Context: an optimization exercise on an open-source flow, tuned for small area. The choices shown serve that exercise and are no tape-out recipe. In this exercise RTL edits were held to simulation tests only and were not proved equivalent to the original. Power is estimated from default activity; no workload was simulated.

==> flow/design.v, too long to show whole: its modules and the start of the top module <==
// module ascii_rom: 2056 lines
// module ram256_8_13x6: 31 lines
// module text_driver_80x60: 107 lines
module text_driver_80x60 (
  input CLK_50MHz,
  input RESET,
  input [7:0] CHAR,
  input WE,
  output [12:0] DISP_ADDR,  
  output [7:0] DISP_DATA,
  output DISP_WE
  );
  // ...
==> flow/run.sh <==
#!/bin/bash
# synth_recipe.tcl (not shown) runs the flow's synth.tcl, then flattens the netlist and writes it again
# the make line also repeats each setting of config.mk as NAME=value (left out here)
make -C /OpenROAD-flow-scripts/flow DESIGN_CONFIG=/design/flow/config.mk WORK_HOME=/design/flow/orfs CLKGATE_MAP_FILE= SYNTH_SCRIPT=/design/flow/synth_recipe.tcl finish
==> flow/config.mk <==
export PLATFORM = sky130hd
export DESIGN_NAME = text_driver_80x60
export DESIGN_NICKNAME = text_driver_80x60
export VERILOG_FILES = /design/flow/design.v
export SDC_FILE = /design/flow/constraint.sdc
export NUM_CORES = 4
export LEC_CHECK = 0
export ABC_AREA = 1
export CAP_MARGIN = 20
export CORE_MARGIN = 2
export CORE_UTILIZATION = 40
export SLEW_MARGIN = 20
export SYNTH_MEMORY_MAX_BITS = 16384
==> flow/constraint.sdc <==
create_clock -name core_clock -period 10.0 [get_ports {CLK_50MHz}]
set_input_delay 2.0000 -clock core_clock [delete_from_list [all_inputs] [get_ports {CLK_50MHz}]]
set_output_delay 2.0000 -clock core_clock [all_outputs]
set_load 0.01 [all_outputs]
==> run notes, run 1 <==
- The flow ran to the end and the layout has no timing, DRC or antenna violations.
- Non-clock buffers in the final layout number 146.
- The overall die width is 277 µm.
- The number of setup buffers added after CTS is 0.
- Global routing used 9.70% of the available met3 tracks.
- The power attributed to combinational cells is 433 µW.
- For met2 alone, demand over resource in global routing was 46.0%.
- The worst voltage drop across the vdd grid is 180 µV.
- After routing the design area is 33,600 µm².
- Routability-driven placement finished with a final weighted congestion of 1.04.
- The library cell used most frequently in the layout, excluding fill and tap cells, is sky130_fd_sc_hd__nand2_1.
- The final setup TNS is 0 ps.
- Of the post-synthesis cell area, the part taken by muxes is 0%.
- After synthesis the netlist holds a flip-flop and latch count of 612.
- After clock tree synthesis, the flow added hold-fix buffers numbering 0.
- The DRC violation total after the first TritonRoute iteration is 4,312.
- The portion of synthesized cell area occupied by the leading cell type is 58.6%.
- The detailed-routed wire length on met3 is 17.9 mm.
- The placed wire-length estimate after detailed placement is 87.2 mm.
- The buffer depth of the longest clock path is 3.
- The number of cells in the finished layout apart from fillers is 4,180.
- The count of boundary I/O pins is 33.
- Across the run, the number of max-cap violations was 0.
- Counting flops with a built-in enable in the synthesized netlist gives 581.
- The startpoint identified for the worst register-to-register timing path is px_row[0].
- The start point of the critical path is px_row[0].
- The max-slew headroom at the worst pin is 15.4%.
- The completed layout was analyzed and its total power is 5.60 mW.
- Using the TritonRoute via totals, the vias-per-cell ratio works out to 6.00.
- The initial utilization of the core area, before any placement, comes to 40.2%.
- The most numerous cell type found on the critical path is sky130_fd_sc_hd__nand2_1.
- OpenSTA, run right after detailed placement, puts the worst setup slack at 1740 ps.
- The highest-delay cell along the critical path is sky130_fd_sc_hd__nor2_1.
- The area of the die is 76,700 µm².
- The flop-to-flop setup slack is 1520 ps.
- The group with the largest share of power is registers.
- The initial antenna violation count is 4.
- The biggest cell delay along the critical path is 870 ps.
- The maximum fanout along the worst path is 24.
- The cell count after synthesis came out at 3,076.
==> run 2: changes to the inputs <==
==> flow/flow/run.sh (new file) <==
#!/bin/bash
# The standard layout, with one change: synthesis maps the logic with an
# area-only ABC script (flow/abc_area.script) in place of ORFS's.
set -euo pipefail
rm -rf scripts_area
cp -r "$FLOW_HOME/scripts" scripts_area
cp flow/abc_area.script scripts_area/abc_area.script
bash standard.sh SCRIPTS_DIR="$PWD/scripts_area" synth > synth.log 2>&1
bash standard.sh > layout.log 2>&1
==> flow/flow/abc_area.script (new file) <==
&get -n
&st
&dch -f
&nf -a -F 20 -A 20 -E 100
&put
topo
==> flow/standard.sh (new file) <==
#!/bin/bash
# synth_recipe.tcl (not shown) runs the flow's synth.tcl, then flattens the netlist and writes it again
# the make line also repeats each setting of config.mk as NAME=value (left out here)
make -C /OpenROAD-flow-scripts/flow DESIGN_CONFIG=/design/flow/config.mk WORK_HOME=/design/flow/orfs CLKGATE_MAP_FILE= SYNTH_SCRIPT=/design/flow/synth_recipe.tcl "${@:-finish}"
removed: flow/run.sh
==> run 2 against run 1 <==
Compared with the run above:
- critical path depth is 13 lower
- worst setup slack worse by 1100 ps
- count of clock-buffer cells in the layout is 5 lower
- fmax is 12% lower
- largest cell class unchanged
- combinational power is about 10% lower
- first-iteration DRC count is 30% lower
- routed wire length is 25% lower
==> run notes, run 2 <==
- The flow ran to the end and the layout has no timing, DRC or antenna violations.
- The data required time at the worst endpoint is 10,570 ps.
- The number of remaining DRC errors is 0.
- The pre-antenna-repair detailed-routing pass consisted of 6 iterations.
- The number of distinct library cells after synthesis is 66.
- The number of max-slew violations in the final report is 0.
- The count of boundary I/O pins is 33 (unchanged).
- The highest-delay cell along the critical path is sky130_fd_sc_hd__a2111oi_0.
- The vias after detailed routing is 21,200.
- Global routing used 25.8% of the available tracks across all layers.
- Setup violations remaining at the end of the flow were counted as 0.
- In this run the remaining antenna-violating nets after routing total 0.
- The die is 266 µm tall.
- The share of cells above drive strength 1 is 10.1%.
- The count of yosys warnings during synthesis is 3.
- The TritonCTS sink count is 612.
- After layout, the worst path uses 96.1% of the clock period.
- The initial antenna violation count is 4 (unchanged).
- The starting utilization of the core area is 40.2% (about the same).
- The overall power is 5.69 mW (+1.6%).
- The hold violation count in the final report is 0.
- The global route total overflow is 0.
- The worst hold slack across all endpoints is 525 ps.
- The ratio of total power to cell area is 178 nW/µm².
- The leading cell type in the layout, fill and taps excluded is sky130_fd_sc_hd__edfxtp_1.
- The clock buffer count from CTS is 61.
- The worst path in the final design needs a cycle of 9610 ps, including I/O delays and setup.
- The register with the most flip-flops in the layout has 581 of them.
- For this block, the routed nets add up to 93.0 mm of wire.
- The overall die width came to 266 µm (-3.9%).
- The buffer depth of the longest clock path is 3 (unchanged).
- The end-of-flow core utilization is 46.7%.
- The maximum number of pins on one net before global-route repair is 84.
- The flop-to-flop setup slack was 390 ps (-1140 ps).
- The worst hold endpoint is last[4].
- Setup repair after global routing left no endpoint under its margin.
- The post-placement setup slack is 666 ps (-1070 ps).
- The critical hold path startpoint is last[4].
- For this run, asynchronously set or reset flops after synthesis account for 0%.
- The maximum fanout along the worst path is 56 (+130%).
- The number of buffers and inverters on the critical path is 3.
- The vias per cell came to 6.58 (+9.8%).
- The path type of the worst setup path is reg -> reg.
- In this run, post-CTS repair resized a total of 0 instances.
- The root buffer cell is sky130_fd_sc_hd__clkbuf_16.
- The critical path capture point type is a flip-flop.
- In the layout the commonest cells are 581 x sky130_fd_sc_hd__edfxtp_1, 142 x sky130_fd_sc_hd__nor2_1, 131 x sky130_fd_sc_hd__nand2_1.
- In the synthesized netlist, the cells that appear most often are 581 x sky130_fd_sc_hd__edfxtp_1, 170 x sky130_fd_sc_hd__o21ai_0, 143 x sky130_fd_sc_hd__nor2_1, 133 x sky130_fd_sc_hd__nand2_1, 128 x sky130_fd_sc_hd__nor3_1.
- The area inside the core boundary is 68,300 µm².
- In this run the critical register-to-register path is captured at data.
- The net count after synthesis is 2,163.
- In the final design database the tool counted 2,349 nets.
- In the final routed layout, each cell accounts on average for 28.9 µm.
- The largest registers in the layout are char_buffer.g_row.g_col.g_cell.q (581), last (7).
- The critical path's top delay family is compound AO/OA/AOI/OAI gates.
- The register with the most flip-flops is char_buffer.g_row.g_col.g_cell.q.
- The DRC violation total after the first TritonRoute iteration is 3,031 (-30%).
- The biggest cell delay along the critical path came to 1010 ps (+140 ps).
- The logic depth of the worst register-to-register path is 29.
- The endpoint arrival time on the critical path is 10,190 ps.
- The max-slew headroom at the worst pin is 23.2% (+7.8 points).
- The area of the die was 70,800 µm² (-7.7%).
- The count of cells along the worst hold path is 2.
- The row count is 96.
- The worst register-to-register path begins at px_col[1].
- The analysis attributes to cell leakage a power of 10.7 nW.
- The number of global-route vias before repair was 19,900.
- The placed wire-length estimate after detailed placement is 62.2 mm (-29%).
- The portion of synthesized cell area occupied by the leading cell type came to 63.5% (+5.0 points).
- The clock transition at the registers of the reported paths is 70 ps.
- The count of flip-flops with a built-in enable after synthesis is 581 (unchanged).
- The number of antenna diodes in the final layout is 0.
- The measured slew at the worst slew-check pin is 1140 ps.
- The post-CTS setup-driven buffer insertion count is 0 (unchanged).
- The post-route clock skew is 22.2 ps.
- The CTS tree is built.
- The biggest area contributor in the post-synthesis netlist is sky130_fd_sc_hd__edfxtp_1.
- The flip-flop and latch count after synthesis is 612 (unchanged).
- The most common cell in the synthesized netlist is sky130_fd_sc_hd__edfxtp_1.
- The most used flip-flop cell after synthesis is sky130_fd_sc_hd__edfxtp_1.
- The per-instance average area after synthesis is 13.1 µm².
- The maximum achievable frequency is 104 MHz.
- In this run the number of H-tree levels came out at 2.
- The tightest min-delay check is of the reg -> reg type.
- The mapped cell area is 27,500 µm².
- Relative to the synthesized area, the layout overhead comes to 16.3%.
- Of the synthesized area, sequential elements account for 65.8%.
- The final instance area is 31,900 µm² (-4.9%).
- The worst voltage drop across the vdd grid came to 127 µV (-29%).
- The total of buffers placed on input and output ports is 32.
- The kind of start point of the critical path is a flip-flop.
- After synthesis, the cell types taking the most area are sky130_fd_sc_hd__edfxtp_1 64%, sky130_fd_sc_hd__a222oi_1 3.1%, sky130_fd_sc_hd__o21ai_0 3.1%.
- After filler insertion, the fill cell instance count of the layout stands at 6,008.
- The number of violations of the max-capacitance limit is 0 (unchanged).
- The count of hold-fix buffers inserted at cts is 0 (unchanged).
- The worst setup margin is 385 ps.
- The routability-driven placement congestion ratio is 0.993 (-4.8%).
- The placed standard-cell area is 29,900 µm².
- The clock latency reported for the late side of the worst-skew pair is 640 ps.
- The synthesized netlist cell count is 2,097 (-32%).
- The first global-routing pass estimated 135 mm of wire.
run 2: final cells by class:
cell class / count / area, µm² / area share, %
Timing Repair Buffer: 132 / 1110 / 3.46
Clock buffer: 70 / 1580 / 4.95
Sequential cell: 612 / 18100 / 56.6
Inverter: 101 / 380 / 1.19
Clock inverter: 42 / 464 / 1.45
Tap cell: 882 / 1100 / 3.45
Multi-Input combinational cell: 1375 / 9240 / 28.9
run 2: layer usage:
layer,part of all wire [%],GRT usage (%),vias to the layer above
met5,0.074,0,-
met4,4.3,10.0,8
met3,9.3,4.56,239
met2,45,39.7,1293
met1,41,36.4,10500
li1,-,-,9089
run 2: how the worst max path moves through the flow:
stage | startpoint | cells past startpoint | slack, ps | to
after floorplan | px_row[1] | 27 | -1610 | data
after global placement | px_col[1] | 29 | 750 | data
after detailed placement | px_col[1] | 29 | 670 | data
after CTS | px_col[1] | 29 | 630 | data
after global routing | px_col[1] | 29 | 160 | data
final | px_col[1] | 29 | 390 | data
run 2: power breakdown:
part           switching (mW)  internal (mW)  leakage (nW)
Combinational           0.275          0.113          3.63
Clock                   0.990           1.36         0.980
Sequential             0.0385           2.91          6.08
run 2: worst min-delay path, cell delays in order, from the launching register on:
cell,delay (ps)
sky130_fd_sc_hd__dfxtp_1,340
sky130_fd_sc_hd__nand2b_1,80
sky130_fd_sc_hd__a21oi_1,50
run 2: kinds of logic after synthesis:
| group | after synthesis | share of synthesized area (%) |
|---|---|---|
| flip-flops | 612 | 65.8 |
| AND/OR/NAND/NOR | 628 | 11.3 |
| adder cells (fa/ha/maj) | 55 | 2.72 |
| AO/OA/AOI/OAI | 649 | 17.1 |
| XOR/XNOR | 20 | 0.638 |
| multiplexers | 23 | 0.852 |
| buffers and inverters | 110 | 1.63 |
run 2: per-stage QoR:
stage / cells / setup TNS (ps)
2_1_floorplan: 2097 / -1610
3_3_place_gp: 3100 / 0
3_5_place_dp: 3100 / 0
4_1_cts: 3212 / 0
5_1_grt: 3214 / 0
6_report: 3214 / 0

[what the ideal ports hide]
How much do the figures lean on ideal ports? The routed layouts below were timed once more, with nothing changed but the port constraints. Step 1, drivers: a clkbuf_16 drives CLK_50MHz and a buf_2 each remaining input, both assumed. Step 2, shift: input delay + t, output delay - t, t = (earliest + latest rising clock arrival at the registers) / 2. This alone moves slack from input paths to output paths. Three values: no drivers, after step 1, after step 2; two values: the first two.
run	t (ns)	setup slack, ns	hold slack, ns	latest minus earliest clock arrival (ns)
run 1	0.690	1.524 / 1.524 / 1.524	0.496 / 0.496 / 0.496	0.030 / 0.030
run 2	0.684	0.385 / 0.385 / 0.385	0.525 / 0.525 / 0.525	0.034 / 0.033
After both steps every run listed still meets setup and hold.
